This design comes from an exercise in tuning for small area, a short achievable clock period and few clock cycles per item on the open sky130 flow, not from production work. RTL that was checked went through simulation tests only; none was proved equivalent to the original. The RTL of run 2 was laid out without a check of its function.

==> flow/design.v (outline; a module is shown in full before it is edited, if it fits) <==
// module sqrt_binary_search: 880 lines
module sqrt_binary_search (
    input  logic        clk,
    input  logic        rst,         
    input  logic        valid_in,
    input  logic [15:0] x,           
    output logic [15:0] x_sqrt,      
    output logic        valid_out
);
  // ...
==> flow/flow/run.sh <==
#!/bin/bash
# The standard layout (standard.sh), with these changes:
#  - synthesis: no adder-cell mapping (ADDER_MAP_FILE empty), so ABC maps the
#    adders from plain gates instead of the slow ha/fa cells, and the final ABC
#    mapping uses flow/abc_iter.script (see flow/synth_iter.tcl);
#  - buf_2 cells as the port buffers (buffer_ports otherwise picks the slow
#    clkdlybuf4s50_1);
#  - setup repair only resizes cells (SETUP_MOVE_SEQUENCE=sizeup).
set -e
here=$(pwd)
export ADDER_MAP_FILE=
export BUFFER_PORTS_ARGS="-buffer_cell sky130_fd_sc_hd__buf_2"
export SETUP_MOVE_SEQUENCE=sizeup
bash standard.sh SYNTH_SCRIPT=$here/flow/synth_iter.tcl finish > standard.log 2>&1
==> flow/flow/abc_iter.script <==
strash
dch
map -B 0.9
strash
dch
map -B 0.9
strash
dch
map -B 0.9
strash
dch
map -B 0.9
strash
dch
map -B 0.9
strash
dch
map -B 0.9
strash
dch
map -B 0.9
strash
dch
map -B 0.9
topo
stime -c
buffer -c
upsize -c
dnsize -c
==> flow/flow/synth_iter.tcl <==
# The standard flow's synthesis (synth_recipe.tcl, which sources ORFS's synth.tcl) with one
# change: the final technology mapping runs ABC with abc_iter.script, which
# repeats ORFS's area script's strash/dch/map round 8 times before sizing.
# Everything before it (synth -nofsm -noshare, flip-flop mapping) and after it
# (flatten, renames) is the standard flow's own, so the registers are the standard ones.
set ::abc_iter_script [file normalize [file join [file dirname [info script]] abc_iter.script]]
set ::synth_recipe_tcl [file normalize [file join [file dirname [info script]] .. synth_recipe.tcl]]
proc abc {args} {
  set i [lsearch -exact $args -script]
  if {$i >= 0} { lset args [expr {$i + 1}] $::abc_iter_script }
  puts "abc: mapping with $::abc_iter_script"
  yosys abc {*}$args
}
source $::synth_recipe_tcl
==> flow/standard.sh <==
#!/bin/bash
# synth_recipe.tcl (not shown) runs the flow's synth.tcl, then flattens the netlist and writes it again
# the make line also repeats each setting of config.mk as NAME=value (left out here)
make -C /OpenROAD-flow-scripts/flow DESIGN_CONFIG=/design/flow/config.mk WORK_HOME=/design/flow/orfs CLKGATE_MAP_FILE= SYNTH_SCRIPT=/design/flow/synth_recipe.tcl "${@:-finish}"
==> flow/config.mk <==
export PLATFORM = sky130hd
export DESIGN_NAME = sqrt_binary_search
export DESIGN_NICKNAME = sqrt_binary_search
export VERILOG_FILES = /design/flow/design.v
export SDC_FILE = /design/flow/constraint.sdc
export NUM_CORES = 4
export LEC_CHECK = 0
export ABC_AREA = 1
export CAP_MARGIN = 20
export CORE_MARGIN = 2
export CORE_UTILIZATION = 40
export PLACE_DENSITY = 0.85
export SETUP_SLACK_MARGIN = 3.5
export SLEW_MARGIN = 20
export TNS_END_PERCENT = 10
==> flow/constraint.sdc <==
create_clock -name core_clock -period 11.0 [get_ports {clk}]
set_input_delay 2.2000 -clock core_clock [delete_from_list [all_inputs] [get_ports {clk}]]
set_output_delay 2.2000 -clock core_clock [all_outputs]
set_load 0.01 [all_outputs]
==> summary.md, run 1 <==
| Metric | Value |
|---|---|
| CORE AREA | a little under 9000 sq um |
| Xor/xnor cell area share of the yosys netlist | 11.8% |
| Layout Utilization | roughly 45% |
| Wire length of the first global-routing pass | around 15,000 microns |
| Number of synthesized register bits | 18 |
| Maximum root-to-sink buffer count | 2 |
| Area added between synthesis and finish | 8.99% |
| Number of antenna repair diodes | 0 |
| Share of synthesized area spent on multiplexers | 0% |
| Global routing usage summed across all routing layers | about 18% |
| Highest attainable clock frequency | roughly 150 MHz |
| Count of hold-fix buffers inserted at cts | 0 |
| Max-cap check violation count | 0 |
| Resized Gates After CTS | 0 |
| Outcome | complete, no violations |
| Number of combinational gates with multiple inputs | around 560 |
| Clock tree from TritonCTS | done |
| Distinct cells, synth | 31 |
| Final layout net count | 711 |
| DRT Wirelength | approximately 8500 microns |
| Category of the worst setup path launch point | register |
| Final period util | just over 60% |
| Placed cell area | 3830 sq um |
| Number of global-route vias before repair | roughly 3,600 |
| Unrepaired setup endpoints after global routing | no |
| Max reg flops | 9 |
| Filler cells | 975 |
Testbench counts, summed over its fixed seeds: cycles 262,148, items 262,144.
==> module sqrt_binary_search, before the edit <==
module sqrt_binary_search (
    input  logic        clk,
    input  logic        rst,         
    input  logic        valid_in,
    input  logic [15:0] x,           
    output logic [15:0] x_sqrt,      
    output logic        valid_out
);
    wire [2:0] s_a0 = {1'b0, x[15:14]};
    wire [2:0] s_o0 = 3'b111;
    wire [2:0] s_g0_0 = s_a0 & s_o0;
    wire [2:0] s_p0_0 = s_a0 | s_o0;
    wire [2:0] s_g0_1, s_p0_1;
    assign s_g0_1[0] = s_g0_0[0];
    assign s_p0_1[0] = s_p0_0[0];
    assign s_g0_1[1] = s_g0_0[1] | (s_p0_0[1] & s_g0_0[0]);
    assign s_p0_1[1] = s_p0_0[1] & s_p0_0[0];
    assign s_g0_1[2] = s_g0_0[2];
    assign s_p0_1[2] = s_p0_0[2];
    wire [2:0] s_g0_2, s_p0_2;
    assign s_g0_2[0] = s_g0_1[0];
    assign s_p0_2[0] = s_p0_1[0];
    assign s_g0_2[1] = s_g0_1[1];
    assign s_p0_2[1] = s_p0_1[1];
    assign s_g0_2[2] = s_g0_1[2] | (s_p0_1[2] & s_g0_1[1]);
    assign s_p0_2[2] = s_p0_1[2] & s_p0_1[1];
    wire [2:0] s_c0 = {s_g0_2[1:0], 1'b0};
    wire [2:0] s_r1 = s_a0 ^ (s_o0 ^ s_c0);
    wire [0:0] s_q1 = ~s_r1[2];
    wire [3:0] s_a1 = {s_r1[1:0], x[13:12]};
    wire [3:0] s_o1 = {s_q1[0], s_q1 ^ {1{s_q1[0]}}, 2'b11};
    wire [3:0] s_g1_0 = s_a1 & s_o1;
    wire [3:0] s_p1_0 = s_a1 | s_o1;
    wire [3:0] s_g1_1, s_p1_1;
    assign s_g1_1[0] = s_g1_0[0];
    assign s_p1_1[0] = s_p1_0[0];
    assign s_g1_1[1] = s_g1_0[1] | (s_p1_0[1] & s_g1_0[0]);
    assign s_p1_1[1] = s_p1_0[1] & s_p1_0[0];
    assign s_g1_1[2] = s_g1_0[2];
    assign s_p1_1[2] = s_p1_0[2];
    assign s_g1_1[3] = s_g1_0[3] | (s_p1_0[3] & s_g1_0[2]);
    assign s_p1_1[3] = s_p1_0[3] & s_p1_0[2];
    wire [3:0] s_g1_2, s_p1_2;
    assign s_g1_2[0] = s_g1_1[0];
    assign s_p1_2[0] = s_p1_1[0];
    assign s_g1_2[1] = s_g1_1[1];
    assign s_p1_2[1] = s_p1_1[1];
    assign s_g1_2[2] = s_g1_1[2] | (s_p1_1[2] & s_g1_1[1]);
    assign s_p1_2[2] = s_p1_1[2] & s_p1_1[1];
    assign s_g1_2[3] = s_g1_1[3] | (s_p1_1[3] & s_g1_1[1]);
    assign s_p1_2[3] = s_p1_1[3] & s_p1_1[1];
    wire [3:0] s_c1 = {s_g1_2[2:0], 1'b0};
    wire [3:0] s_r2 = s_a1 ^ (s_o1 ^ s_c1);
    wire [1:0] s_q2 = {s_q1, ~s_r2[3]};
    wire [4:0] s_a2 = {s_r2[2:0], x[11:10]};
    wire [4:0] s_o2 = {s_q2[0], s_q2 ^ {2{s_q2[0]}}, 2'b11};
    wire [4:0] s_g2_0 = s_a2 & s_o2;
    wire [4:0] s_p2_0 = s_a2 | s_o2;
    wire [4:0] s_g2_1, s_p2_1;
    assign s_g2_1[0] = s_g2_0[0];
    assign s_p2_1[0] = s_p2_0[0];
    assign s_g2_1[1] = s_g2_0[1] | (s_p2_0[1] & s_g2_0[0]);
    assign s_p2_1[1] = s_p2_0[1] & s_p2_0[0];
    assign s_g2_1[2] = s_g2_0[2];
    assign s_p2_1[2] = s_p2_0[2];
    assign s_g2_1[3] = s_g2_0[3] | (s_p2_0[3] & s_g2_0[2]);
    assign s_p2_1[3] = s_p2_0[3] & s_p2_0[2];
    assign s_g2_1[4] = s_g2_0[4];
    assign s_p2_1[4] = s_p2_0[4];
    wire [4:0] s_g2_2, s_p2_2;
    assign s_g2_2[0] = s_g2_1[0];
    assign s_p2_2[0] = s_p2_1[0];
    assign s_g2_2[1] = s_g2_1[1];
    assign s_p2_2[1] = s_p2_1[1];
    assign s_g2_2[2] = s_g2_1[2] | (s_p2_1[2] & s_g2_1[1]);
    assign s_p2_2[2] = s_p2_1[2] & s_p2_1[1];
    assign s_g2_2[3] = s_g2_1[3] | (s_p2_1[3] & s_g2_1[1]);
    assign s_p2_2[3] = s_p2_1[3] & s_p2_1[1];
    assign s_g2_2[4] = s_g2_1[4];
    assign s_p2_2[4] = s_p2_1[4];
    wire [4:0] s_g2_3, s_p2_3;
    assign s_g2_3[0] = s_g2_2[0];
    assign s_p2_3[0] = s_p2_2[0];
    assign s_g2_3[1] = s_g2_2[1];
    assign s_p2_3[1] = s_p2_2[1];
    assign s_g2_3[2] = s_g2_2[2];
    assign s_p2_3[2] = s_p2_2[2];
    assign s_g2_3[3] = s_g2_2[3];
    assign s_p2_3[3] = s_p2_2[3];
    assign s_g2_3[4] = s_g2_2[4] | (s_p2_2[4] & s_g2_2[3]);
    assign s_p2_3[4] = s_p2_2[4] & s_p2_2[3];
    wire [4:0] s_c2 = {s_g2_3[3:0], 1'b0};
    wire [4:0] s_r3 = s_a2 ^ (s_o2 ^ s_c2);
    wire [2:0] s_q3 = {s_q2, ~s_r3[4]};
    wire [5:0] s_a3 = {s_r3[3:0], x[9:8]};
    wire [5:0] s_o3 = {s_q3[0], s_q3 ^ {3{s_q3[0]}}, 2'b11};
    wire [5:0] s_g3_0 = s_a3 & s_o3;
    wire [5:0] s_p3_0 = s_a3 | s_o3;
    wire [5:0] s_g3_1, s_p3_1;
    assign s_g3_1[0] = s_g3_0[0];
    assign s_p3_1[0] = s_p3_0[0];
    assign s_g3_1[1] = s_g3_0[1] | (s_p3_0[1] & s_g3_0[0]);
    assign s_p3_1[1] = s_p3_0[1] & s_p3_0[0];
    assign s_g3_1[2] = s_g3_0[2];
    assign s_p3_1[2] = s_p3_0[2];
    assign s_g3_1[3] = s_g3_0[3] | (s_p3_0[3] & s_g3_0[2]);
    assign s_p3_1[3] = s_p3_0[3] & s_p3_0[2];
    assign s_g3_1[4] = s_g3_0[4];
    assign s_p3_1[4] = s_p3_0[4];
    assign s_g3_1[5] = s_g3_0[5] | (s_p3_0[5] & s_g3_0[4]);
    assign s_p3_1[5] = s_p3_0[5] & s_p3_0[4];
    wire [5:0] s_g3_2, s_p3_2;
    assign s_g3_2[0] = s_g3_1[0];
    assign s_p3_2[0] = s_p3_1[0];
    assign s_g3_2[1] = s_g3_1[1];
    assign s_p3_2[1] = s_p3_1[1];
    assign s_g3_2[2] = s_g3_1[2] | (s_p3_1[2] & s_g3_1[1]);
    assign s_p3_2[2] = s_p3_1[2] & s_p3_1[1];
    assign s_g3_2[3] = s_g3_1[3] | (s_p3_1[3] & s_g3_1[1]);
    assign s_p3_2[3] = s_p3_1[3] & s_p3_1[1];
    assign s_g3_2[4] = s_g3_1[4];
    assign s_p3_2[4] = s_p3_1[4];
    assign s_g3_2[5] = s_g3_1[5];
    assign s_p3_2[5] = s_p3_1[5];
    wire [5:0] s_g3_3, s_p3_3;
    assign s_g3_3[0] = s_g3_2[0];
    assign s_p3_3[0] = s_p3_2[0];
    assign s_g3_3[1] = s_g3_2[1];
    assign s_p3_3[1] = s_p3_2[1];
    assign s_g3_3[2] = s_g3_2[2];
    assign s_p3_3[2] = s_p3_2[2];
    assign s_g3_3[3] = s_g3_2[3];
    assign s_p3_3[3] = s_p3_2[3];
    assign s_g3_3[4] = s_g3_2[4] | (s_p3_2[4] & s_g3_2[3]);
    assign s_p3_3[4] = s_p3_2[4] & s_p3_2[3];
    assign s_g3_3[5] = s_g3_2[5] | (s_p3_2[5] & s_g3_2[3]);
    assign s_p3_3[5] = s_p3_2[5] & s_p3_2[3];
    wire [5:0] s_c3 = {s_g3_3[4:0], 1'b0};
    wire [5:0] s_r4 = s_a3 ^ (s_o3 ^ s_c3);
    wire [3:0] s_q4 = {s_q3, ~s_r4[5]};
    wire [6:0] s_a4 = {s_r4[4:0], x[7:6]};
    wire [6:0] s_o4 = {s_q4[0], s_q4 ^ {4{s_q4[0]}}, 2'b11};
    wire [6:0] s_g4_0 = s_a4 & s_o4;
    wire [6:0] s_p4_0 = s_a4 | s_o4;
    wire [6:0] s_g4_1, s_p4_1;
    assign s_g4_1[0] = s_g4_0[0];
    assign s_p4_1[0] = s_p4_0[0];
    assign s_g4_1[1] = s_g4_0[1] | (s_p4_0[1] & s_g4_0[0]);
    assign s_p4_1[1] = s_p4_0[1] & s_p4_0[0];
    assign s_g4_1[2] = s_g4_0[2];
    assign s_p4_1[2] = s_p4_0[2];
    assign s_g4_1[3] = s_g4_0[3] | (s_p4_0[3] & s_g4_0[2]);
    assign s_p4_1[3] = s_p4_0[3] & s_p4_0[2];
    assign s_g4_1[4] = s_g4_0[4];
    assign s_p4_1[4] = s_p4_0[4];
    assign s_g4_1[5] = s_g4_0[5] | (s_p4_0[5] & s_g4_0[4]);
    assign s_p4_1[5] = s_p4_0[5] & s_p4_0[4];
    assign s_g4_1[6] = s_g4_0[6];
    assign s_p4_1[6] = s_p4_0[6];
    wire [6:0] s_g4_2, s_p4_2;
    assign s_g4_2[0] = s_g4_1[0];
    assign s_p4_2[0] = s_p4_1[0];
    assign s_g4_2[1] = s_g4_1[1];
    assign s_p4_2[1] = s_p4_1[1];
    assign s_g4_2[2] = s_g4_1[2] | (s_p4_1[2] & s_g4_1[1]);
    assign s_p4_2[2] = s_p4_1[2] & s_p4_1[1];
    assign s_g4_2[3] = s_g4_1[3] | (s_p4_1[3] & s_g4_1[1]);
    assign s_p4_2[3] = s_p4_1[3] & s_p4_1[1];
    assign s_g4_2[4] = s_g4_1[4];
    assign s_p4_2[4] = s_p4_1[4];
    assign s_g4_2[5] = s_g4_1[5];
    assign s_p4_2[5] = s_p4_1[5];
    assign s_g4_2[6] = s_g4_1[6] | (s_p4_1[6] & s_g4_1[5]);
    assign s_p4_2[6] = s_p4_1[6] & s_p4_1[5];
    wire [6:0] s_g4_3, s_p4_3;
    assign s_g4_3[0] = s_g4_2[0];
    assign s_p4_3[0] = s_p4_2[0];
    assign s_g4_3[1] = s_g4_2[1];
    assign s_p4_3[1] = s_p4_2[1];
    assign s_g4_3[2] = s_g4_2[2];
    assign s_p4_3[2] = s_p4_2[2];
    assign s_g4_3[3] = s_g4_2[3];
    assign s_p4_3[3] = s_p4_2[3];
    assign s_g4_3[4] = s_g4_2[4] | (s_p4_2[4] & s_g4_2[3]);
    assign s_p4_3[4] = s_p4_2[4] & s_p4_2[3];
    assign s_g4_3[5] = s_g4_2[5] | (s_p4_2[5] & s_g4_2[3]);
    assign s_p4_3[5] = s_p4_2[5] & s_p4_2[3];
    assign s_g4_3[6] = s_g4_2[6] | (s_p4_2[6] & s_g4_2[3]);
    assign s_p4_3[6] = s_p4_2[6] & s_p4_2[3];
    wire [6:0] s_c4 = {s_g4_3[5:0], 1'b0};
    wire [6:0] s_r5 = s_a4 ^ (s_o4 ^ s_c4);
    wire [4:0] s_q5 = {s_q4, ~s_r5[6]};
    wire [7:0] s_a5 = {s_r5[5:0], x[5:4]};
    wire [7:0] s_o5 = {s_q5[0], s_q5 ^ {5{s_q5[0]}}, 2'b11};
    wire [7:0] s_g5_0 = s_a5 & s_o5;
    wire [7:0] s_p5_0 = s_a5 | s_o5;
    wire [7:0] s_g5_1, s_p5_1;
    assign s_g5_1[0] = s_g5_0[0];
    assign s_p5_1[0] = s_p5_0[0];
    assign s_g5_1[1] = s_g5_0[1] | (s_p5_0[1] & s_g5_0[0]);
    assign s_p5_1[1] = s_p5_0[1] & s_p5_0[0];
    assign s_g5_1[2] = s_g5_0[2];
    assign s_p5_1[2] = s_p5_0[2];
    assign s_g5_1[3] = s_g5_0[3] | (s_p5_0[3] & s_g5_0[2]);
    assign s_p5_1[3] = s_p5_0[3] & s_p5_0[2];
    assign s_g5_1[4] = s_g5_0[4];
    assign s_p5_1[4] = s_p5_0[4];
    assign s_g5_1[5] = s_g5_0[5] | (s_p5_0[5] & s_g5_0[4]);
    assign s_p5_1[5] = s_p5_0[5] & s_p5_0[4];
    assign s_g5_1[6] = s_g5_0[6];
    assign s_p5_1[6] = s_p5_0[6];
    assign s_g5_1[7] = s_g5_0[7] | (s_p5_0[7] & s_g5_0[6]);
    assign s_p5_1[7] = s_p5_0[7] & s_p5_0[6];
    wire [7:0] s_g5_2, s_p5_2;
    assign s_g5_2[0] = s_g5_1[0];
    assign s_p5_2[0] = s_p5_1[0];
    assign s_g5_2[1] = s_g5_1[1];
    assign s_p5_2[1] = s_p5_1[1];
    assign s_g5_2[2] = s_g5_1[2] | (s_p5_1[2] & s_g5_1[1]);
    assign s_p5_2[2] = s_p5_1[2] & s_p5_1[1];
    assign s_g5_2[3] = s_g5_1[3] | (s_p5_1[3] & s_g5_1[1]);
    assign s_p5_2[3] = s_p5_1[3] & s_p5_1[1];
    assign s_g5_2[4] = s_g5_1[4];
    assign s_p5_2[4] = s_p5_1[4];
    assign s_g5_2[5] = s_g5_1[5];
    assign s_p5_2[5] = s_p5_1[5];
    assign s_g5_2[6] = s_g5_1[6] | (s_p5_1[6] & s_g5_1[5]);
    assign s_p5_2[6] = s_p5_1[6] & s_p5_1[5];
    assign s_g5_2[7] = s_g5_1[7] | (s_p5_1[7] & s_g5_1[5]);
    assign s_p5_2[7] = s_p5_1[7] & s_p5_1[5];
    wire [7:0] s_g5_3, s_p5_3;
    assign s_g5_3[0] = s_g5_2[0];
    assign s_p5_3[0] = s_p5_2[0];
    assign s_g5_3[1] = s_g5_2[1];
    assign s_p5_3[1] = s_p5_2[1];
    assign s_g5_3[2] = s_g5_2[2];
    assign s_p5_3[2] = s_p5_2[2];
    assign s_g5_3[3] = s_g5_2[3];
    assign s_p5_3[3] = s_p5_2[3];
    assign s_g5_3[4] = s_g5_2[4] | (s_p5_2[4] & s_g5_2[3]);
    assign s_p5_3[4] = s_p5_2[4] & s_p5_2[3];
    assign s_g5_3[5] = s_g5_2[5] | (s_p5_2[5] & s_g5_2[3]);
    assign s_p5_3[5] = s_p5_2[5] & s_p5_2[3];
    assign s_g5_3[6] = s_g5_2[6] | (s_p5_2[6] & s_g5_2[3]);
    assign s_p5_3[6] = s_p5_2[6] & s_p5_2[3];
    assign s_g5_3[7] = s_g5_2[7] | (s_p5_2[7] & s_g5_2[3]);
    assign s_p5_3[7] = s_p5_2[7] & s_p5_2[3];
    wire [7:0] s_c5 = {s_g5_3[6:0], 1'b0};
    wire [7:0] s_r6 = s_a5 ^ (s_o5 ^ s_c5);
    wire [5:0] s_q6 = {s_q5, ~s_r6[7]};
    wire [8:0] s_a6 = {s_r6[6:0], x[3:2]};
    wire [8:0] s_o6 = {s_q6[0], s_q6 ^ {6{s_q6[0]}}, 2'b11};
    wire [8:0] s_g6_0 = s_a6 & s_o6;
    wire [8:0] s_p6_0 = s_a6 | s_o6;
    wire [8:0] s_g6_1, s_p6_1;
    assign s_g6_1[0] = s_g6_0[0];
    assign s_p6_1[0] = s_p6_0[0];
    assign s_g6_1[1] = s_g6_0[1] | (s_p6_0[1] & s_g6_0[0]);
    assign s_p6_1[1] = s_p6_0[1] & s_p6_0[0];
    assign s_g6_1[2] = s_g6_0[2];
    assign s_p6_1[2] = s_p6_0[2];
    assign s_g6_1[3] = s_g6_0[3] | (s_p6_0[3] & s_g6_0[2]);
    assign s_p6_1[3] = s_p6_0[3] & s_p6_0[2];
    assign s_g6_1[4] = s_g6_0[4];
    assign s_p6_1[4] = s_p6_0[4];
    assign s_g6_1[5] = s_g6_0[5] | (s_p6_0[5] & s_g6_0[4]);
    assign s_p6_1[5] = s_p6_0[5] & s_p6_0[4];
    assign s_g6_1[6] = s_g6_0[6];
    assign s_p6_1[6] = s_p6_0[6];
    assign s_g6_1[7] = s_g6_0[7] | (s_p6_0[7] & s_g6_0[6]);
    assign s_p6_1[7] = s_p6_0[7] & s_p6_0[6];
    assign s_g6_1[8] = s_g6_0[8];
    assign s_p6_1[8] = s_p6_0[8];
    wire [8:0] s_g6_2, s_p6_2;
    assign s_g6_2[0] = s_g6_1[0];
    assign s_p6_2[0] = s_p6_1[0];
    assign s_g6_2[1] = s_g6_1[1];
    assign s_p6_2[1] = s_p6_1[1];
    assign s_g6_2[2] = s_g6_1[2] | (s_p6_1[2] & s_g6_1[1]);
    assign s_p6_2[2] = s_p6_1[2] & s_p6_1[1];
    assign s_g6_2[3] = s_g6_1[3] | (s_p6_1[3] & s_g6_1[1]);
    assign s_p6_2[3] = s_p6_1[3] & s_p6_1[1];
    assign s_g6_2[4] = s_g6_1[4];
    assign s_p6_2[4] = s_p6_1[4];
    assign s_g6_2[5] = s_g6_1[5];
    assign s_p6_2[5] = s_p6_1[5];
    assign s_g6_2[6] = s_g6_1[6] | (s_p6_1[6] & s_g6_1[5]);
    assign s_p6_2[6] = s_p6_1[6] & s_p6_1[5];
    assign s_g6_2[7] = s_g6_1[7] | (s_p6_1[7] & s_g6_1[5]);
    assign s_p6_2[7] = s_p6_1[7] & s_p6_1[5];
    assign s_g6_2[8] = s_g6_1[8];
    assign s_p6_2[8] = s_p6_1[8];
    wire [8:0] s_g6_3, s_p6_3;
    assign s_g6_3[0] = s_g6_2[0];
    assign s_p6_3[0] = s_p6_2[0];
    assign s_g6_3[1] = s_g6_2[1];
    assign s_p6_3[1] = s_p6_2[1];
    assign s_g6_3[2] = s_g6_2[2];
    assign s_p6_3[2] = s_p6_2[2];
    assign s_g6_3[3] = s_g6_2[3];
    assign s_p6_3[3] = s_p6_2[3];
    assign s_g6_3[4] = s_g6_2[4] | (s_p6_2[4] & s_g6_2[3]);
    assign s_p6_3[4] = s_p6_2[4] & s_p6_2[3];
    assign s_g6_3[5] = s_g6_2[5] | (s_p6_2[5] & s_g6_2[3]);
    assign s_p6_3[5] = s_p6_2[5] & s_p6_2[3];
    assign s_g6_3[6] = s_g6_2[6] | (s_p6_2[6] & s_g6_2[3]);
    assign s_p6_3[6] = s_p6_2[6] & s_p6_2[3];
    assign s_g6_3[7] = s_g6_2[7] | (s_p6_2[7] & s_g6_2[3]);
    assign s_p6_3[7] = s_p6_2[7] & s_p6_2[3];
    assign s_g6_3[8] = s_g6_2[8];
    assign s_p6_3[8] = s_p6_2[8];
    wire [8:0] s_g6_4, s_p6_4;
    assign s_g6_4[0] = s_g6_3[0];
    assign s_p6_4[0] = s_p6_3[0];
    assign s_g6_4[1] = s_g6_3[1];
    assign s_p6_4[1] = s_p6_3[1];
    assign s_g6_4[2] = s_g6_3[2];
    assign s_p6_4[2] = s_p6_3[2];
    assign s_g6_4[3] = s_g6_3[3];
    assign s_p6_4[3] = s_p6_3[3];
    assign s_g6_4[4] = s_g6_3[4];
    assign s_p6_4[4] = s_p6_3[4];
    assign s_g6_4[5] = s_g6_3[5];
    assign s_p6_4[5] = s_p6_3[5];
    assign s_g6_4[6] = s_g6_3[6];
    assign s_p6_4[6] = s_p6_3[6];
    assign s_g6_4[7] = s_g6_3[7];
    assign s_p6_4[7] = s_p6_3[7];
    assign s_g6_4[8] = s_g6_3[8] | (s_p6_3[8] & s_g6_3[7]);
    assign s_p6_4[8] = s_p6_3[8] & s_p6_3[7];
    wire [8:0] s_c6 = {s_g6_4[7:0], 1'b0};
    wire [8:0] s_r7 = s_a6 ^ (s_o6 ^ s_c6);
    wire [6:0] s_q7 = {s_q6, ~s_r7[8]};
    wire [9:0] s_a7 = {s_r7[7:0], x[1:0]};
    wire [9:0] s_o7 = {s_q7[0], s_q7 ^ {7{s_q7[0]}}, 2'b11};
    wire [9:0] s_g7_0 = s_a7 & s_o7;
    wire [9:0] s_p7_0 = s_a7 | s_o7;
    wire [9:0] s_g7_1, s_p7_1;
    assign s_g7_1[0] = s_g7_0[0];
    assign s_p7_1[0] = s_p7_0[0];
    assign s_g7_1[1] = s_g7_0[1] | (s_p7_0[1] & s_g7_0[0]);
    assign s_p7_1[1] = s_p7_0[1] & s_p7_0[0];
    assign s_g7_1[2] = s_g7_0[2];
    assign s_p7_1[2] = s_p7_0[2];
    assign s_g7_1[3] = s_g7_0[3] | (s_p7_0[3] & s_g7_0[2]);
    assign s_p7_1[3] = s_p7_0[3] & s_p7_0[2];
    assign s_g7_1[4] = s_g7_0[4];
    assign s_p7_1[4] = s_p7_0[4];
    assign s_g7_1[5] = s_g7_0[5] | (s_p7_0[5] & s_g7_0[4]);
    assign s_p7_1[5] = s_p7_0[5] & s_p7_0[4];
    assign s_g7_1[6] = s_g7_0[6];
    assign s_p7_1[6] = s_p7_0[6];
    assign s_g7_1[7] = s_g7_0[7] | (s_p7_0[7] & s_g7_0[6]);
    assign s_p7_1[7] = s_p7_0[7] & s_p7_0[6];
    assign s_g7_1[8] = s_g7_0[8];
    assign s_p7_1[8] = s_p7_0[8];
    assign s_g7_1[9] = s_g7_0[9] | (s_p7_0[9] & s_g7_0[8]);
    assign s_p7_1[9] = s_p7_0[9] & s_p7_0[8];
    wire [9:0] s_g7_2, s_p7_2;
    assign s_g7_2[0] = s_g7_1[0];
    assign s_p7_2[0] = s_p7_1[0];
    assign s_g7_2[1] = s_g7_1[1];
    assign s_p7_2[1] = s_p7_1[1];
    assign s_g7_2[2] = s_g7_1[2] | (s_p7_1[2] & s_g7_1[1]);
    assign s_p7_2[2] = s_p7_1[2] & s_p7_1[1];
    assign s_g7_2[3] = s_g7_1[3] | (s_p7_1[3] & s_g7_1[1]);
    assign s_p7_2[3] = s_p7_1[3] & s_p7_1[1];
    assign s_g7_2[4] = s_g7_1[4];
    assign s_p7_2[4] = s_p7_1[4];
    assign s_g7_2[5] = s_g7_1[5];
    assign s_p7_2[5] = s_p7_1[5];
    assign s_g7_2[6] = s_g7_1[6] | (s_p7_1[6] & s_g7_1[5]);
    assign s_p7_2[6] = s_p7_1[6] & s_p7_1[5];
    assign s_g7_2[7] = s_g7_1[7] | (s_p7_1[7] & s_g7_1[5]);
    assign s_p7_2[7] = s_p7_1[7] & s_p7_1[5];
    assign s_g7_2[8] = s_g7_1[8];
    assign s_p7_2[8] = s_p7_1[8];
    assign s_g7_2[9] = s_g7_1[9];
    assign s_p7_2[9] = s_p7_1[9];
    wire [9:0] s_g7_3, s_p7_3;
    assign s_g7_3[0] = s_g7_2[0];
    assign s_p7_3[0] = s_p7_2[0];
    assign s_g7_3[1] = s_g7_2[1];
    assign s_p7_3[1] = s_p7_2[1];
    assign s_g7_3[2] = s_g7_2[2];
    assign s_p7_3[2] = s_p7_2[2];
    assign s_g7_3[3] = s_g7_2[3];
    assign s_p7_3[3] = s_p7_2[3];
    assign s_g7_3[4] = s_g7_2[4] | (s_p7_2[4] & s_g7_2[3]);
    assign s_p7_3[4] = s_p7_2[4] & s_p7_2[3];
    assign s_g7_3[5] = s_g7_2[5] | (s_p7_2[5] & s_g7_2[3]);
    assign s_p7_3[5] = s_p7_2[5] & s_p7_2[3];
    assign s_g7_3[6] = s_g7_2[6] | (s_p7_2[6] & s_g7_2[3]);
    assign s_p7_3[6] = s_p7_2[6] & s_p7_2[3];
    assign s_g7_3[7] = s_g7_2[7] | (s_p7_2[7] & s_g7_2[3]);
    assign s_p7_3[7] = s_p7_2[7] & s_p7_2[3];
    assign s_g7_3[8] = s_g7_2[8];
    assign s_p7_3[8] = s_p7_2[8];
    assign s_g7_3[9] = s_g7_2[9];
    assign s_p7_3[9] = s_p7_2[9];
    wire [9:0] s_g7_4, s_p7_4;
    assign s_g7_4[0] = s_g7_3[0];
    assign s_p7_4[0] = s_p7_3[0];
    assign s_g7_4[1] = s_g7_3[1];
    assign s_p7_4[1] = s_p7_3[1];
    assign s_g7_4[2] = s_g7_3[2];
    assign s_p7_4[2] = s_p7_3[2];
    assign s_g7_4[3] = s_g7_3[3];
    assign s_p7_4[3] = s_p7_3[3];
    assign s_g7_4[4] = s_g7_3[4];
    assign s_p7_4[4] = s_p7_3[4];
    assign s_g7_4[5] = s_g7_3[5];
    assign s_p7_4[5] = s_p7_3[5];
    assign s_g7_4[6] = s_g7_3[6];
    assign s_p7_4[6] = s_p7_3[6];
    assign s_g7_4[7] = s_g7_3[7];
    assign s_p7_4[7] = s_p7_3[7];
    assign s_g7_4[8] = s_g7_3[8] | (s_p7_3[8] & s_g7_3[7]);
    assign s_p7_4[8] = s_p7_3[8] & s_p7_3[7];
    assign s_g7_4[9] = s_g7_3[9] | (s_p7_3[9] & s_g7_3[7]);
    assign s_p7_4[9] = s_p7_3[9] & s_p7_3[7];
    wire [9:0] s_c7 = {s_g7_4[8:0], 1'b0};
    wire [9:0] s_r8 = s_a7 ^ (s_o7 ^ s_c7);
    wire [7:0] s_q8 = {s_q7, ~s_r8[9]};
    logic [7:0] q_r;
    logic [9:0] r_r;
    logic v_r;
    always_ff @(posedge clk) begin
        if (rst) v_r <= 1'b0;
        else     v_r <= valid_in;
        q_r <= s_q8;
        r_r <= s_r8;
    end
    wire [10:0] t_a8 = {r_r[8:0], 2'b00};
    wire [10:0] t_o8 = {q_r[0], q_r ^ {8{q_r[0]}}, 2'b11};
    wire [10:0] t_g8_0 = t_a8 & t_o8;
    wire [10:0] t_p8_0 = t_a8 | t_o8;
    wire [10:0] t_g8_1, t_p8_1;
    assign t_g8_1[0] = t_g8_0[0];
    assign t_p8_1[0] = t_p8_0[0];
    assign t_g8_1[1] = t_g8_0[1] | (t_p8_0[1] & t_g8_0[0]);
    assign t_p8_1[1] = t_p8_0[1] & t_p8_0[0];
    assign t_g8_1[2] = t_g8_0[2];
    assign t_p8_1[2] = t_p8_0[2];
    assign t_g8_1[3] = t_g8_0[3] | (t_p8_0[3] & t_g8_0[2]);
    assign t_p8_1[3] = t_p8_0[3] & t_p8_0[2];
    assign t_g8_1[4] = t_g8_0[4];
    assign t_p8_1[4] = t_p8_0[4];
    assign t_g8_1[5] = t_g8_0[5] | (t_p8_0[5] & t_g8_0[4]);
    assign t_p8_1[5] = t_p8_0[5] & t_p8_0[4];
    assign t_g8_1[6] = t_g8_0[6];
    assign t_p8_1[6] = t_p8_0[6];
    assign t_g8_1[7] = t_g8_0[7] | (t_p8_0[7] & t_g8_0[6]);
    assign t_p8_1[7] = t_p8_0[7] & t_p8_0[6];
    assign t_g8_1[8] = t_g8_0[8];
    assign t_p8_1[8] = t_p8_0[8];
    assign t_g8_1[9] = t_g8_0[9] | (t_p8_0[9] & t_g8_0[8]);
    assign t_p8_1[9] = t_p8_0[9] & t_p8_0[8];
    assign t_g8_1[10] = t_g8_0[10];
    assign t_p8_1[10] = t_p8_0[10];
    wire [10:0] t_g8_2, t_p8_2;
    assign t_g8_2[0] = t_g8_1[0];
    assign t_p8_2[0] = t_p8_1[0];
    assign t_g8_2[1] = t_g8_1[1];
    assign t_p8_2[1] = t_p8_1[1];
    assign t_g8_2[2] = t_g8_1[2] | (t_p8_1[2] & t_g8_1[1]);
    assign t_p8_2[2] = t_p8_1[2] & t_p8_1[1];
    assign t_g8_2[3] = t_g8_1[3] | (t_p8_1[3] & t_g8_1[1]);
    assign t_p8_2[3] = t_p8_1[3] & t_p8_1[1];
    assign t_g8_2[4] = t_g8_1[4];
    assign t_p8_2[4] = t_p8_1[4];
    assign t_g8_2[5] = t_g8_1[5];
    assign t_p8_2[5] = t_p8_1[5];
    assign t_g8_2[6] = t_g8_1[6] | (t_p8_1[6] & t_g8_1[5]);
    assign t_p8_2[6] = t_p8_1[6] & t_p8_1[5];
    assign t_g8_2[7] = t_g8_1[7] | (t_p8_1[7] & t_g8_1[5]);
    assign t_p8_2[7] = t_p8_1[7] & t_p8_1[5];
    assign t_g8_2[8] = t_g8_1[8];
    assign t_p8_2[8] = t_p8_1[8];
    assign t_g8_2[9] = t_g8_1[9];
    assign t_p8_2[9] = t_p8_1[9];
    assign t_g8_2[10] = t_g8_1[10] | (t_p8_1[10] & t_g8_1[9]);
    assign t_p8_2[10] = t_p8_1[10] & t_p8_1[9];
    wire [10:0] t_g8_3, t_p8_3;
    assign t_g8_3[0] = t_g8_2[0];
    assign t_p8_3[0] = t_p8_2[0];
    assign t_g8_3[1] = t_g8_2[1];
    assign t_p8_3[1] = t_p8_2[1];
    assign t_g8_3[2] = t_g8_2[2];
    assign t_p8_3[2] = t_p8_2[2];
    assign t_g8_3[3] = t_g8_2[3];
    assign t_p8_3[3] = t_p8_2[3];
    assign t_g8_3[4] = t_g8_2[4] | (t_p8_2[4] & t_g8_2[3]);
    assign t_p8_3[4] = t_p8_2[4] & t_p8_2[3];
    assign t_g8_3[5] = t_g8_2[5] | (t_p8_2[5] & t_g8_2[3]);
    assign t_p8_3[5] = t_p8_2[5] & t_p8_2[3];
    assign t_g8_3[6] = t_g8_2[6] | (t_p8_2[6] & t_g8_2[3]);
    assign t_p8_3[6] = t_p8_2[6] & t_p8_2[3];
    assign t_g8_3[7] = t_g8_2[7] | (t_p8_2[7] & t_g8_2[3]);
    assign t_p8_3[7] = t_p8_2[7] & t_p8_2[3];
    assign t_g8_3[8] = t_g8_2[8];
    assign t_p8_3[8] = t_p8_2[8];
    assign t_g8_3[9] = t_g8_2[9];
    assign t_p8_3[9] = t_p8_2[9];
    assign t_g8_3[10] = t_g8_2[10];
    assign t_p8_3[10] = t_p8_2[10];
    wire [10:0] t_g8_4, t_p8_4;
    assign t_g8_4[0] = t_g8_3[0];
    assign t_p8_4[0] = t_p8_3[0];
    assign t_g8_4[1] = t_g8_3[1];
    assign t_p8_4[1] = t_p8_3[1];
    assign t_g8_4[2] = t_g8_3[2];
    assign t_p8_4[2] = t_p8_3[2];
    assign t_g8_4[3] = t_g8_3[3];
    assign t_p8_4[3] = t_p8_3[3];
    assign t_g8_4[4] = t_g8_3[4];
    assign t_p8_4[4] = t_p8_3[4];
    assign t_g8_4[5] = t_g8_3[5];
    assign t_p8_4[5] = t_p8_3[5];
    assign t_g8_4[6] = t_g8_3[6];
    assign t_p8_4[6] = t_p8_3[6];
    assign t_g8_4[7] = t_g8_3[7];
    assign t_p8_4[7] = t_p8_3[7];
    assign t_g8_4[8] = t_g8_3[8] | (t_p8_3[8] & t_g8_3[7]);
    assign t_p8_4[8] = t_p8_3[8] & t_p8_3[7];
    assign t_g8_4[9] = t_g8_3[9] | (t_p8_3[9] & t_g8_3[7]);
    assign t_p8_4[9] = t_p8_3[9] & t_p8_3[7];
    assign t_g8_4[10] = t_g8_3[10] | (t_p8_3[10] & t_g8_3[7]);
    assign t_p8_4[10] = t_p8_3[10] & t_p8_3[7];
    wire [10:0] t_c8 = {t_g8_4[9:0], 1'b0};
    wire [10:0] t_r9 = t_a8 ^ (t_o8 ^ t_c8);
    wire [8:0] t_q9 = {q_r, ~t_r9[10]};
    wire [11:0] t_a9 = {t_r9[9:0], 2'b00};
    wire [11:0] t_o9 = {t_q9[0], t_q9 ^ {9{t_q9[0]}}, 2'b11};
    wire [11:0] t_g9_0 = t_a9 & t_o9;
    wire [11:0] t_p9_0 = t_a9 | t_o9;
    wire [11:0] t_g9_1, t_p9_1;
    assign t_g9_1[0] = t_g9_0[0];
    assign t_p9_1[0] = t_p9_0[0];
    assign t_g9_1[1] = t_g9_0[1] | (t_p9_0[1] & t_g9_0[0]);
    assign t_p9_1[1] = t_p9_0[1] & t_p9_0[0];
    assign t_g9_1[2] = t_g9_0[2];
    assign t_p9_1[2] = t_p9_0[2];
    assign t_g9_1[3] = t_g9_0[3] | (t_p9_0[3] & t_g9_0[2]);
    assign t_p9_1[3] = t_p9_0[3] & t_p9_0[2];
    assign t_g9_1[4] = t_g9_0[4];
    assign t_p9_1[4] = t_p9_0[4];
    assign t_g9_1[5] = t_g9_0[5] | (t_p9_0[5] & t_g9_0[4]);
    assign t_p9_1[5] = t_p9_0[5] & t_p9_0[4];
    assign t_g9_1[6] = t_g9_0[6];
    assign t_p9_1[6] = t_p9_0[6];
    assign t_g9_1[7] = t_g9_0[7] | (t_p9_0[7] & t_g9_0[6]);
    assign t_p9_1[7] = t_p9_0[7] & t_p9_0[6];
    assign t_g9_1[8] = t_g9_0[8];
    assign t_p9_1[8] = t_p9_0[8];
    assign t_g9_1[9] = t_g9_0[9] | (t_p9_0[9] & t_g9_0[8]);
    assign t_p9_1[9] = t_p9_0[9] & t_p9_0[8];
    assign t_g9_1[10] = t_g9_0[10];
    assign t_p9_1[10] = t_p9_0[10];
    assign t_g9_1[11] = t_g9_0[11] | (t_p9_0[11] & t_g9_0[10]);
    assign t_p9_1[11] = t_p9_0[11] & t_p9_0[10];
    wire [11:0] t_g9_2, t_p9_2;
    assign t_g9_2[0] = t_g9_1[0];
    assign t_p9_2[0] = t_p9_1[0];
    assign t_g9_2[1] = t_g9_1[1];
    assign t_p9_2[1] = t_p9_1[1];
    assign t_g9_2[2] = t_g9_1[2] | (t_p9_1[2] & t_g9_1[1]);
    assign t_p9_2[2] = t_p9_1[2] & t_p9_1[1];
    assign t_g9_2[3] = t_g9_1[3] | (t_p9_1[3] & t_g9_1[1]);
    assign t_p9_2[3] = t_p9_1[3] & t_p9_1[1];
    assign t_g9_2[4] = t_g9_1[4];
    assign t_p9_2[4] = t_p9_1[4];
    assign t_g9_2[5] = t_g9_1[5];
    assign t_p9_2[5] = t_p9_1[5];
    assign t_g9_2[6] = t_g9_1[6] | (t_p9_1[6] & t_g9_1[5]);
    assign t_p9_2[6] = t_p9_1[6] & t_p9_1[5];
    assign t_g9_2[7] = t_g9_1[7] | (t_p9_1[7] & t_g9_1[5]);
    assign t_p9_2[7] = t_p9_1[7] & t_p9_1[5];
    assign t_g9_2[8] = t_g9_1[8];
    assign t_p9_2[8] = t_p9_1[8];
    assign t_g9_2[9] = t_g9_1[9];
    assign t_p9_2[9] = t_p9_1[9];
    assign t_g9_2[10] = t_g9_1[10] | (t_p9_1[10] & t_g9_1[9]);
    assign t_p9_2[10] = t_p9_1[10] & t_p9_1[9];
    assign t_g9_2[11] = t_g9_1[11] | (t_p9_1[11] & t_g9_1[9]);
    assign t_p9_2[11] = t_p9_1[11] & t_p9_1[9];
    wire [11:0] t_g9_3, t_p9_3;
    assign t_g9_3[0] = t_g9_2[0];
    assign t_p9_3[0] = t_p9_2[0];
    assign t_g9_3[1] = t_g9_2[1];
    assign t_p9_3[1] = t_p9_2[1];
    assign t_g9_3[2] = t_g9_2[2];
    assign t_p9_3[2] = t_p9_2[2];
    assign t_g9_3[3] = t_g9_2[3];
    assign t_p9_3[3] = t_p9_2[3];
    assign t_g9_3[4] = t_g9_2[4] | (t_p9_2[4] & t_g9_2[3]);
    assign t_p9_3[4] = t_p9_2[4] & t_p9_2[3];
    assign t_g9_3[5] = t_g9_2[5] | (t_p9_2[5] & t_g9_2[3]);
    assign t_p9_3[5] = t_p9_2[5] & t_p9_2[3];
    assign t_g9_3[6] = t_g9_2[6] | (t_p9_2[6] & t_g9_2[3]);
    assign t_p9_3[6] = t_p9_2[6] & t_p9_2[3];
    assign t_g9_3[7] = t_g9_2[7] | (t_p9_2[7] & t_g9_2[3]);
    assign t_p9_3[7] = t_p9_2[7] & t_p9_2[3];
    assign t_g9_3[8] = t_g9_2[8];
    assign t_p9_3[8] = t_p9_2[8];
    assign t_g9_3[9] = t_g9_2[9];
    assign t_p9_3[9] = t_p9_2[9];
    assign t_g9_3[10] = t_g9_2[10];
    assign t_p9_3[10] = t_p9_2[10];
    assign t_g9_3[11] = t_g9_2[11];
    assign t_p9_3[11] = t_p9_2[11];
    wire [11:0] t_g9_4, t_p9_4;
    assign t_g9_4[0] = t_g9_3[0];
    assign t_p9_4[0] = t_p9_3[0];
    assign t_g9_4[1] = t_g9_3[1];
    assign t_p9_4[1] = t_p9_3[1];
    assign t_g9_4[2] = t_g9_3[2];
    assign t_p9_4[2] = t_p9_3[2];
    assign t_g9_4[3] = t_g9_3[3];
    assign t_p9_4[3] = t_p9_3[3];
    assign t_g9_4[4] = t_g9_3[4];
    assign t_p9_4[4] = t_p9_3[4];
    assign t_g9_4[5] = t_g9_3[5];
    assign t_p9_4[5] = t_p9_3[5];
    assign t_g9_4[6] = t_g9_3[6];
    assign t_p9_4[6] = t_p9_3[6];
    assign t_g9_4[7] = t_g9_3[7];
    assign t_p9_4[7] = t_p9_3[7];
    assign t_g9_4[8] = t_g9_3[8] | (t_p9_3[8] & t_g9_3[7]);
    assign t_p9_4[8] = t_p9_3[8] & t_p9_3[7];
    assign t_g9_4[9] = t_g9_3[9] | (t_p9_3[9] & t_g9_3[7]);
    assign t_p9_4[9] = t_p9_3[9] & t_p9_3[7];
    assign t_g9_4[10] = t_g9_3[10] | (t_p9_3[10] & t_g9_3[7]);
    assign t_p9_4[10] = t_p9_3[10] & t_p9_3[7];
    assign t_g9_4[11] = t_g9_3[11] | (t_p9_3[11] & t_g9_3[7]);
    assign t_p9_4[11] = t_p9_3[11] & t_p9_3[7];
    wire [11:0] t_c9 = {t_g9_4[10:0], 1'b0};
    wire [11:0] t_r10 = t_a9 ^ (t_o9 ^ t_c9);
    wire [9:0] t_q10 = {t_q9, ~t_r10[11]};
    wire [12:0] t_a10 = {t_r10[10:0], 2'b00};
    wire [12:0] t_o10 = {t_q10[0], t_q10 ^ {10{t_q10[0]}}, 2'b11};
    wire [12:0] t_g10_0 = t_a10 & t_o10;
    wire [12:0] t_p10_0 = t_a10 | t_o10;
    wire [12:0] t_g10_1, t_p10_1;
    assign t_g10_1[0] = t_g10_0[0];
    assign t_p10_1[0] = t_p10_0[0];
    assign t_g10_1[1] = t_g10_0[1] | (t_p10_0[1] & t_g10_0[0]);
    assign t_p10_1[1] = t_p10_0[1] & t_p10_0[0];
    assign t_g10_1[2] = t_g10_0[2];
    assign t_p10_1[2] = t_p10_0[2];
    assign t_g10_1[3] = t_g10_0[3] | (t_p10_0[3] & t_g10_0[2]);
    assign t_p10_1[3] = t_p10_0[3] & t_p10_0[2];
    assign t_g10_1[4] = t_g10_0[4];
    assign t_p10_1[4] = t_p10_0[4];
    assign t_g10_1[5] = t_g10_0[5] | (t_p10_0[5] & t_g10_0[4]);
    assign t_p10_1[5] = t_p10_0[5] & t_p10_0[4];
    assign t_g10_1[6] = t_g10_0[6];
    assign t_p10_1[6] = t_p10_0[6];
    assign t_g10_1[7] = t_g10_0[7] | (t_p10_0[7] & t_g10_0[6]);
    assign t_p10_1[7] = t_p10_0[7] & t_p10_0[6];
    assign t_g10_1[8] = t_g10_0[8];
    assign t_p10_1[8] = t_p10_0[8];
    assign t_g10_1[9] = t_g10_0[9] | (t_p10_0[9] & t_g10_0[8]);
    assign t_p10_1[9] = t_p10_0[9] & t_p10_0[8];
    assign t_g10_1[10] = t_g10_0[10];
    assign t_p10_1[10] = t_p10_0[10];
    assign t_g10_1[11] = t_g10_0[11] | (t_p10_0[11] & t_g10_0[10]);
    assign t_p10_1[11] = t_p10_0[11] & t_p10_0[10];
    assign t_g10_1[12] = t_g10_0[12];
    assign t_p10_1[12] = t_p10_0[12];
    wire [12:0] t_g10_2, t_p10_2;
    assign t_g10_2[0] = t_g10_1[0];
    assign t_p10_2[0] = t_p10_1[0];
    assign t_g10_2[1] = t_g10_1[1];
    assign t_p10_2[1] = t_p10_1[1];
    assign t_g10_2[2] = t_g10_1[2] | (t_p10_1[2] & t_g10_1[1]);
    assign t_p10_2[2] = t_p10_1[2] & t_p10_1[1];
    assign t_g10_2[3] = t_g10_1[3] | (t_p10_1[3] & t_g10_1[1]);
    assign t_p10_2[3] = t_p10_1[3] & t_p10_1[1];
    assign t_g10_2[4] = t_g10_1[4];
    assign t_p10_2[4] = t_p10_1[4];
    assign t_g10_2[5] = t_g10_1[5];
    assign t_p10_2[5] = t_p10_1[5];
    assign t_g10_2[6] = t_g10_1[6] | (t_p10_1[6] & t_g10_1[5]);
    assign t_p10_2[6] = t_p10_1[6] & t_p10_1[5];
    assign t_g10_2[7] = t_g10_1[7] | (t_p10_1[7] & t_g10_1[5]);
    assign t_p10_2[7] = t_p10_1[7] & t_p10_1[5];
    assign t_g10_2[8] = t_g10_1[8];
    assign t_p10_2[8] = t_p10_1[8];
    assign t_g10_2[9] = t_g10_1[9];
    assign t_p10_2[9] = t_p10_1[9];
    assign t_g10_2[10] = t_g10_1[10] | (t_p10_1[10] & t_g10_1[9]);
    assign t_p10_2[10] = t_p10_1[10] & t_p10_1[9];
    assign t_g10_2[11] = t_g10_1[11] | (t_p10_1[11] & t_g10_1[9]);
    assign t_p10_2[11] = t_p10_1[11] & t_p10_1[9];
    assign t_g10_2[12] = t_g10_1[12];
    assign t_p10_2[12] = t_p10_1[12];
    wire [12:0] t_g10_3, t_p10_3;
    assign t_g10_3[0] = t_g10_2[0];
    assign t_p10_3[0] = t_p10_2[0];
    assign t_g10_3[1] = t_g10_2[1];
    assign t_p10_3[1] = t_p10_2[1];
    assign t_g10_3[2] = t_g10_2[2];
    assign t_p10_3[2] = t_p10_2[2];
    assign t_g10_3[3] = t_g10_2[3];
    assign t_p10_3[3] = t_p10_2[3];
    assign t_g10_3[4] = t_g10_2[4] | (t_p10_2[4] & t_g10_2[3]);
    assign t_p10_3[4] = t_p10_2[4] & t_p10_2[3];
    assign t_g10_3[5] = t_g10_2[5] | (t_p10_2[5] & t_g10_2[3]);
    assign t_p10_3[5] = t_p10_2[5] & t_p10_2[3];
    assign t_g10_3[6] = t_g10_2[6] | (t_p10_2[6] & t_g10_2[3]);
    assign t_p10_3[6] = t_p10_2[6] & t_p10_2[3];
    assign t_g10_3[7] = t_g10_2[7] | (t_p10_2[7] & t_g10_2[3]);
    assign t_p10_3[7] = t_p10_2[7] & t_p10_2[3];
    assign t_g10_3[8] = t_g10_2[8];
    assign t_p10_3[8] = t_p10_2[8];
    assign t_g10_3[9] = t_g10_2[9];
    assign t_p10_3[9] = t_p10_2[9];
    assign t_g10_3[10] = t_g10_2[10];
    assign t_p10_3[10] = t_p10_2[10];
    assign t_g10_3[11] = t_g10_2[11];
    assign t_p10_3[11] = t_p10_2[11];
    assign t_g10_3[12] = t_g10_2[12] | (t_p10_2[12] & t_g10_2[11]);
    assign t_p10_3[12] = t_p10_2[12] & t_p10_2[11];
    wire [12:0] t_g10_4, t_p10_4;
    assign t_g10_4[0] = t_g10_3[0];
    assign t_p10_4[0] = t_p10_3[0];
    assign t_g10_4[1] = t_g10_3[1];
    assign t_p10_4[1] = t_p10_3[1];
    assign t_g10_4[2] = t_g10_3[2];
    assign t_p10_4[2] = t_p10_3[2];
    assign t_g10_4[3] = t_g10_3[3];
    assign t_p10_4[3] = t_p10_3[3];
    assign t_g10_4[4] = t_g10_3[4];
    assign t_p10_4[4] = t_p10_3[4];
    assign t_g10_4[5] = t_g10_3[5];
    assign t_p10_4[5] = t_p10_3[5];
    assign t_g10_4[6] = t_g10_3[6];
    assign t_p10_4[6] = t_p10_3[6];
    assign t_g10_4[7] = t_g10_3[7];
    assign t_p10_4[7] = t_p10_3[7];
    assign t_g10_4[8] = t_g10_3[8] | (t_p10_3[8] & t_g10_3[7]);
    assign t_p10_4[8] = t_p10_3[8] & t_p10_3[7];
    assign t_g10_4[9] = t_g10_3[9] | (t_p10_3[9] & t_g10_3[7]);
    assign t_p10_4[9] = t_p10_3[9] & t_p10_3[7];
    assign t_g10_4[10] = t_g10_3[10] | (t_p10_3[10] & t_g10_3[7]);
    assign t_p10_4[10] = t_p10_3[10] & t_p10_3[7];
    assign t_g10_4[11] = t_g10_3[11] | (t_p10_3[11] & t_g10_3[7]);
    assign t_p10_4[11] = t_p10_3[11] & t_p10_3[7];
    assign t_g10_4[12] = t_g10_3[12] | (t_p10_3[12] & t_g10_3[7]);
    assign t_p10_4[12] = t_p10_3[12] & t_p10_3[7];
    wire [12:0] t_c10 = {t_g10_4[11:0], 1'b0};
    wire [12:0] t_r11 = t_a10 ^ (t_o10 ^ t_c10);
    wire [10:0] t_q11 = {t_q10, ~t_r11[12]};
    wire [13:0] t_a11 = {t_r11[11:0], 2'b00};
    wire [13:0] t_o11 = {t_q11[0], t_q11 ^ {11{t_q11[0]}}, 2'b11};
    wire [13:0] t_g11_0 = t_a11 & t_o11;
    wire [13:0] t_p11_0 = t_a11 | t_o11;
    wire [13:0] t_g11_1, t_p11_1;
    assign t_g11_1[0] = t_g11_0[0];
    assign t_p11_1[0] = t_p11_0[0];
    assign t_g11_1[1] = t_g11_0[1] | (t_p11_0[1] & t_g11_0[0]);
    assign t_p11_1[1] = t_p11_0[1] & t_p11_0[0];
    assign t_g11_1[2] = t_g11_0[2];
    assign t_p11_1[2] = t_p11_0[2];
    assign t_g11_1[3] = t_g11_0[3] | (t_p11_0[3] & t_g11_0[2]);
    assign t_p11_1[3] = t_p11_0[3] & t_p11_0[2];
    assign t_g11_1[4] = t_g11_0[4];
    assign t_p11_1[4] = t_p11_0[4];
    assign t_g11_1[5] = t_g11_0[5] | (t_p11_0[5] & t_g11_0[4]);
    assign t_p11_1[5] = t_p11_0[5] & t_p11_0[4];
    assign t_g11_1[6] = t_g11_0[6];
    assign t_p11_1[6] = t_p11_0[6];
    assign t_g11_1[7] = t_g11_0[7] | (t_p11_0[7] & t_g11_0[6]);
    assign t_p11_1[7] = t_p11_0[7] & t_p11_0[6];
    assign t_g11_1[8] = t_g11_0[8];
    assign t_p11_1[8] = t_p11_0[8];
    assign t_g11_1[9] = t_g11_0[9] | (t_p11_0[9] & t_g11_0[8]);
    assign t_p11_1[9] = t_p11_0[9] & t_p11_0[8];
    assign t_g11_1[10] = t_g11_0[10];
    assign t_p11_1[10] = t_p11_0[10];
    assign t_g11_1[11] = t_g11_0[11] | (t_p11_0[11] & t_g11_0[10]);
    assign t_p11_1[11] = t_p11_0[11] & t_p11_0[10];
    assign t_g11_1[12] = t_g11_0[12];
    assign t_p11_1[12] = t_p11_0[12];
    assign t_g11_1[13] = t_g11_0[13] | (t_p11_0[13] & t_g11_0[12]);
    assign t_p11_1[13] = t_p11_0[13] & t_p11_0[12];
    wire [13:0] t_g11_2, t_p11_2;
    assign t_g11_2[0] = t_g11_1[0];
    assign t_p11_2[0] = t_p11_1[0];
    assign t_g11_2[1] = t_g11_1[1];
    assign t_p11_2[1] = t_p11_1[1];
    assign t_g11_2[2] = t_g11_1[2] | (t_p11_1[2] & t_g11_1[1]);
    assign t_p11_2[2] = t_p11_1[2] & t_p11_1[1];
    assign t_g11_2[3] = t_g11_1[3] | (t_p11_1[3] & t_g11_1[1]);
    assign t_p11_2[3] = t_p11_1[3] & t_p11_1[1];
    assign t_g11_2[4] = t_g11_1[4];
    assign t_p11_2[4] = t_p11_1[4];
    assign t_g11_2[5] = t_g11_1[5];
    assign t_p11_2[5] = t_p11_1[5];
    assign t_g11_2[6] = t_g11_1[6] | (t_p11_1[6] & t_g11_1[5]);
    assign t_p11_2[6] = t_p11_1[6] & t_p11_1[5];
    assign t_g11_2[7] = t_g11_1[7] | (t_p11_1[7] & t_g11_1[5]);
    assign t_p11_2[7] = t_p11_1[7] & t_p11_1[5];
    assign t_g11_2[8] = t_g11_1[8];
    assign t_p11_2[8] = t_p11_1[8];
    assign t_g11_2[9] = t_g11_1[9];
    assign t_p11_2[9] = t_p11_1[9];
    assign t_g11_2[10] = t_g11_1[10] | (t_p11_1[10] & t_g11_1[9]);
    assign t_p11_2[10] = t_p11_1[10] & t_p11_1[9];
    assign t_g11_2[11] = t_g11_1[11] | (t_p11_1[11] & t_g11_1[9]);
    assign t_p11_2[11] = t_p11_1[11] & t_p11_1[9];
    assign t_g11_2[12] = t_g11_1[12];
    assign t_p11_2[12] = t_p11_1[12];
    assign t_g11_2[13] = t_g11_1[13];
    assign t_p11_2[13] = t_p11_1[13];
    wire [13:0] t_g11_3, t_p11_3;
    assign t_g11_3[0] = t_g11_2[0];
    assign t_p11_3[0] = t_p11_2[0];
    assign t_g11_3[1] = t_g11_2[1];
    assign t_p11_3[1] = t_p11_2[1];
    assign t_g11_3[2] = t_g11_2[2];
    assign t_p11_3[2] = t_p11_2[2];
    assign t_g11_3[3] = t_g11_2[3];
    assign t_p11_3[3] = t_p11_2[3];
    assign t_g11_3[4] = t_g11_2[4] | (t_p11_2[4] & t_g11_2[3]);
    assign t_p11_3[4] = t_p11_2[4] & t_p11_2[3];
    assign t_g11_3[5] = t_g11_2[5] | (t_p11_2[5] & t_g11_2[3]);
    assign t_p11_3[5] = t_p11_2[5] & t_p11_2[3];
    assign t_g11_3[6] = t_g11_2[6] | (t_p11_2[6] & t_g11_2[3]);
    assign t_p11_3[6] = t_p11_2[6] & t_p11_2[3];
    assign t_g11_3[7] = t_g11_2[7] | (t_p11_2[7] & t_g11_2[3]);
    assign t_p11_3[7] = t_p11_2[7] & t_p11_2[3];
    assign t_g11_3[8] = t_g11_2[8];
    assign t_p11_3[8] = t_p11_2[8];
    assign t_g11_3[9] = t_g11_2[9];
    assign t_p11_3[9] = t_p11_2[9];
    assign t_g11_3[10] = t_g11_2[10];
    assign t_p11_3[10] = t_p11_2[10];
    assign t_g11_3[11] = t_g11_2[11];
    assign t_p11_3[11] = t_p11_2[11];
    assign t_g11_3[12] = t_g11_2[12] | (t_p11_2[12] & t_g11_2[11]);
    assign t_p11_3[12] = t_p11_2[12] & t_p11_2[11];
    assign t_g11_3[13] = t_g11_2[13] | (t_p11_2[13] & t_g11_2[11]);
    assign t_p11_3[13] = t_p11_2[13] & t_p11_2[11];
    wire [13:0] t_g11_4, t_p11_4;
    assign t_g11_4[0] = t_g11_3[0];
    assign t_p11_4[0] = t_p11_3[0];
    assign t_g11_4[1] = t_g11_3[1];
    assign t_p11_4[1] = t_p11_3[1];
    assign t_g11_4[2] = t_g11_3[2];
    assign t_p11_4[2] = t_p11_3[2];
    assign t_g11_4[3] = t_g11_3[3];
    assign t_p11_4[3] = t_p11_3[3];
    assign t_g11_4[4] = t_g11_3[4];
    assign t_p11_4[4] = t_p11_3[4];
    assign t_g11_4[5] = t_g11_3[5];
    assign t_p11_4[5] = t_p11_3[5];
    assign t_g11_4[6] = t_g11_3[6];
    assign t_p11_4[6] = t_p11_3[6];
    assign t_g11_4[7] = t_g11_3[7];
    assign t_p11_4[7] = t_p11_3[7];
    assign t_g11_4[8] = t_g11_3[8] | (t_p11_3[8] & t_g11_3[7]);
    assign t_p11_4[8] = t_p11_3[8] & t_p11_3[7];
    assign t_g11_4[9] = t_g11_3[9] | (t_p11_3[9] & t_g11_3[7]);
    assign t_p11_4[9] = t_p11_3[9] & t_p11_3[7];
    assign t_g11_4[10] = t_g11_3[10] | (t_p11_3[10] & t_g11_3[7]);
    assign t_p11_4[10] = t_p11_3[10] & t_p11_3[7];
    assign t_g11_4[11] = t_g11_3[11] | (t_p11_3[11] & t_g11_3[7]);
    assign t_p11_4[11] = t_p11_3[11] & t_p11_3[7];
    assign t_g11_4[12] = t_g11_3[12] | (t_p11_3[12] & t_g11_3[7]);
    assign t_p11_4[12] = t_p11_3[12] & t_p11_3[7];
    assign t_g11_4[13] = t_g11_3[13] | (t_p11_3[13] & t_g11_3[7]);
    assign t_p11_4[13] = t_p11_3[13] & t_p11_3[7];
    wire [13:0] t_c11 = {t_g11_4[12:0], 1'b0};
    wire [13:0] t_r12 = t_a11 ^ (t_o11 ^ t_c11);
    wire [11:0] t_q12 = {t_q11, ~t_r12[13]};
    assign x_sqrt    = {4'd0, t_q12};
    assign valid_out = v_r;
endmodule
==> run 2: changes to the inputs <==
--- a/flow/design.v
+++ b/flow/design.v
@@ -422,17 +422,20 @@
     wire [9:0] s_c7 = {s_g7_4[8:0], 1'b0};
     wire [9:0] s_r8 = s_a7 ^ (s_o7 ^ s_c7);
     wire [7:0] s_q8 = {s_q7, ~s_r8[9]};
-    logic [7:0] q_r;
+    logic s_r;                
+    logic [6:0] o_r;      
     logic [9:0] r_r;
     logic v_r;
     always_ff @(posedge clk) begin
         if (rst) v_r <= 1'b0;
         else     v_r <= valid_in;
-        q_r <= s_q8;
+        s_r <= s_q8[0];
+        o_r <= s_q8[7:1] ^ {7{s_q8[0]}};
         r_r <= s_r8;
     end
+    wire [7:0] q_r = {o_r ^ {7{s_r}}, s_r};
     wire [10:0] t_a8 = {r_r[8:0], 2'b00};
-    wire [10:0] t_o8 = {q_r[0], q_r ^ {8{q_r[0]}}, 2'b11};
+    wire [10:0] t_o8 = {s_r, o_r, 1'b0, 2'b11};
     wire [10:0] t_g8_0 = t_a8 & t_o8;
     wire [10:0] t_p8_0 = t_a8 | t_o8;
     wire [10:0] t_g8_1, t_p8_1;
==> run 2 against run 1 <==
Utilization grew 0.37 points; sequential share of layout area shrank 0.12 points; flip-flop and latch count is the same; design area grew 1.3%; critical path depth grew 1; cell count shrank 4.1%; critical path type unchanged; largest cell class unchanged.
==> summary.md, run 2 <==
| Metric | Value |
|---|---|
| Outcome | complete, no violations (unchanged) |
| Total number of vias | 3,603 (was 3,908) |
| Crit Path Category | register to output pin (unchanged) |
| Total half-perimeter wirelength after legalization and detailed placement | 6370 microns (was 7170 microns) |
| FFs w/ async S/R, synth | 0% (unchanged) |
| DRC viols | 0 (unchanged) |
| First DRT Iteration DRCs | 124 (was 161) |
| Number of antenna repair diodes | 0 (unchanged) |
| Cell total after placement | 763 (was 795) |
| Area added between synthesis and finish | 9.54% (was 8.99%) |
| Adder-cell share of the synthesized area | 0% (unchanged) |
| Sinks on Clock Net | 18 (unchanged) |
| Number of global-route vias before repair | 3,088 (was 3,587) |
| Share of synthesized area spent on multiplexers | 0% (unchanged) |
| Minimum period implied by the final worst setup slack | 6.98 ns (was 6.83 ns) |
| Maximum root-to-sink buffer count | 2 (unchanged) |
| Unrepaired setup endpoints after global routing | no (unchanged) |
| Accumulated negative setup slack | 0 ns (unchanged) |
| CTS Buf Count | 3 (unchanged) |
| Final period util | 63.5% (was 62.1%) |
| Leading register cell type out of synthesis | sky130_fd_sc_hd__dfxtp_1 (unchanged) |
| Category of the worst setup path launch point | register (unchanged) |
| Clock tree from TritonCTS | done (unchanged) |
| Worst min path class | input pin to register (unchanged) |
| CORE AREA | 8720 sq um (was 8680 sq um) |
| Final layout net count | 679 (was 711) |
| Distinct cells, synth | 37 (was 31) |
| Critical Path Slowest Stage Cell | sky130_fd_sc_hd__xor2_4 (was sky130_fd_sc_hd__dfxtp_1) |
| Max reg flops | 9 (unchanged) |
| Number of synthesized register bits | 18 (unchanged) |
| Biggest area consumer among synthesized cells | sky130_fd_sc_hd__nand2_1 (unchanged) |
| Die Wd | 98.8 microns (was 98.4 microns) |
| Antenna viol nets, final | 0 (unchanged) |
| # setup viols final | 0 (unchanged) |
| Global routing usage summed across all routing layers | 15.1% (was 17.6%) |
| CTS H-Tree Depth | 1 (unchanged) |
| Max-cap check violation count | 0 (unchanged) |
| Worst Path Required | 8.80 ns (about the same) |
| Final Worst Setup Slack | 4.02 ns (was 4.17 ns) |
| Slew at the pin closest to its max-slew limit | a little under 0.6 ns |
| Placed cell area | 3850 sq um (was 3830 sq um) |
| DRT Wirelength | 7490 microns (was 8460 microns) |
| Clock-pin transition on the worst setup and hold timing paths | 0.06 ns (about the same) |
| Wire length of the first global-routing pass | 12,600 microns (was 14,900 microns) |
| Worst Hold Slack | 2.10 ns (about the same) |
| Xor/xnor cell area share of the yosys netlist | 15.8% (was 11.8%) |
| Post-Synth Simple-Gate Area | 60.7% (was 64.6%) |
| Filler cells | 899 (was 975) |
| Highest attainable clock frequency | 143 MHz (was 146 MHz) |
run 2: timing repair:
item / 4_1_cts / 5_1_grt
endpoints found under the setup margin: 0 / 1
hold buffers: 0 / 0
gates resized for setup: 0 / 11
run 2: area by class of cell:
class,instances,share of cell area (%)
Multi-Input combinational cell,533,75.4
Inverter,73,7.02
Sequential cell,18,9.19
Clock buffer,3,1.05
Tap cell,108,3.43
Timing Repair Buffer,31,3.94
run 2: final timing paths:
kind	startpoint	end	slack, ns	cells after the start
max	o_r[0]	x_sqrt[0]	4.02	42
min	rst	v_r	2.10	2
run 2: worst max-delay path: cells and delay by family (launching register included):
family                    cells  cell delay, ns
AOI/OAI and AO/OA             4            0.63
xor gates and xnor gates      1            0.35
buffers and inverters         2            0.18
DFF                           1            0.33
and+or+nand+nor              35            3.01
run 2: metrics by stage:
step / utilization [%]
2_1_floorplan: -
3_3_place_gp: 44.1
3_5_place_dp: 44.1
4_1_cts: 44.6
5_1_grt: 45.1
6_report: 45.1
run 2: routing by layer:
metal  routed length, microns  part of all wire [%]  up-vias  global-route usage [%]
met5                        0                     0        -                       0
li1                         -                     -     1995                       -
met4                      111                   1.5        0                    5.48
met2                     3750                    50       50                    27.9
met3                      157                   2.1        7                   0.496
met1                     3480                    46     1551                    18.6
run 2: logic make-up (layout without fill, tap and decap cells):
| logic type | Yosys count | in the layout |
|---|---|---|
| AOI/OAI and AO/OA | 24 | 24 |
| xor gates and xnor gates | 62 | 62 |
| buffers and inverters | 79 | 107 |
| DFF | 18 | 18 |
| other | 1 | 4 |
| and+or+nand+nor | 443 | 443 |

==> afterwards: timing with drivers on the ports <==
How much do the figures lean on ideal ports? The routed layouts below were timed once more, with nothing changed but the port constraints. Step 1, drivers: a clkbuf_16 drives clk and a buf_2 each remaining input, both assumed. Step 2, shift: input delay + t, output delay - t, t = (earliest + latest rising clock arrival at the registers) / 2. This alone moves slack from input paths to output paths. Three values: ideal ports, drivers, drivers and shift; two values: the first two.
run	shift t [ns]	slack for setup (ns)	worst setup path at the end
run 1	0.274	4.170 / 4.141 / 4.415	register to output
run 2	0.274	4.016 / 3.990 / 4.264	register to output
After both steps setup and hold are still met in every run listed.
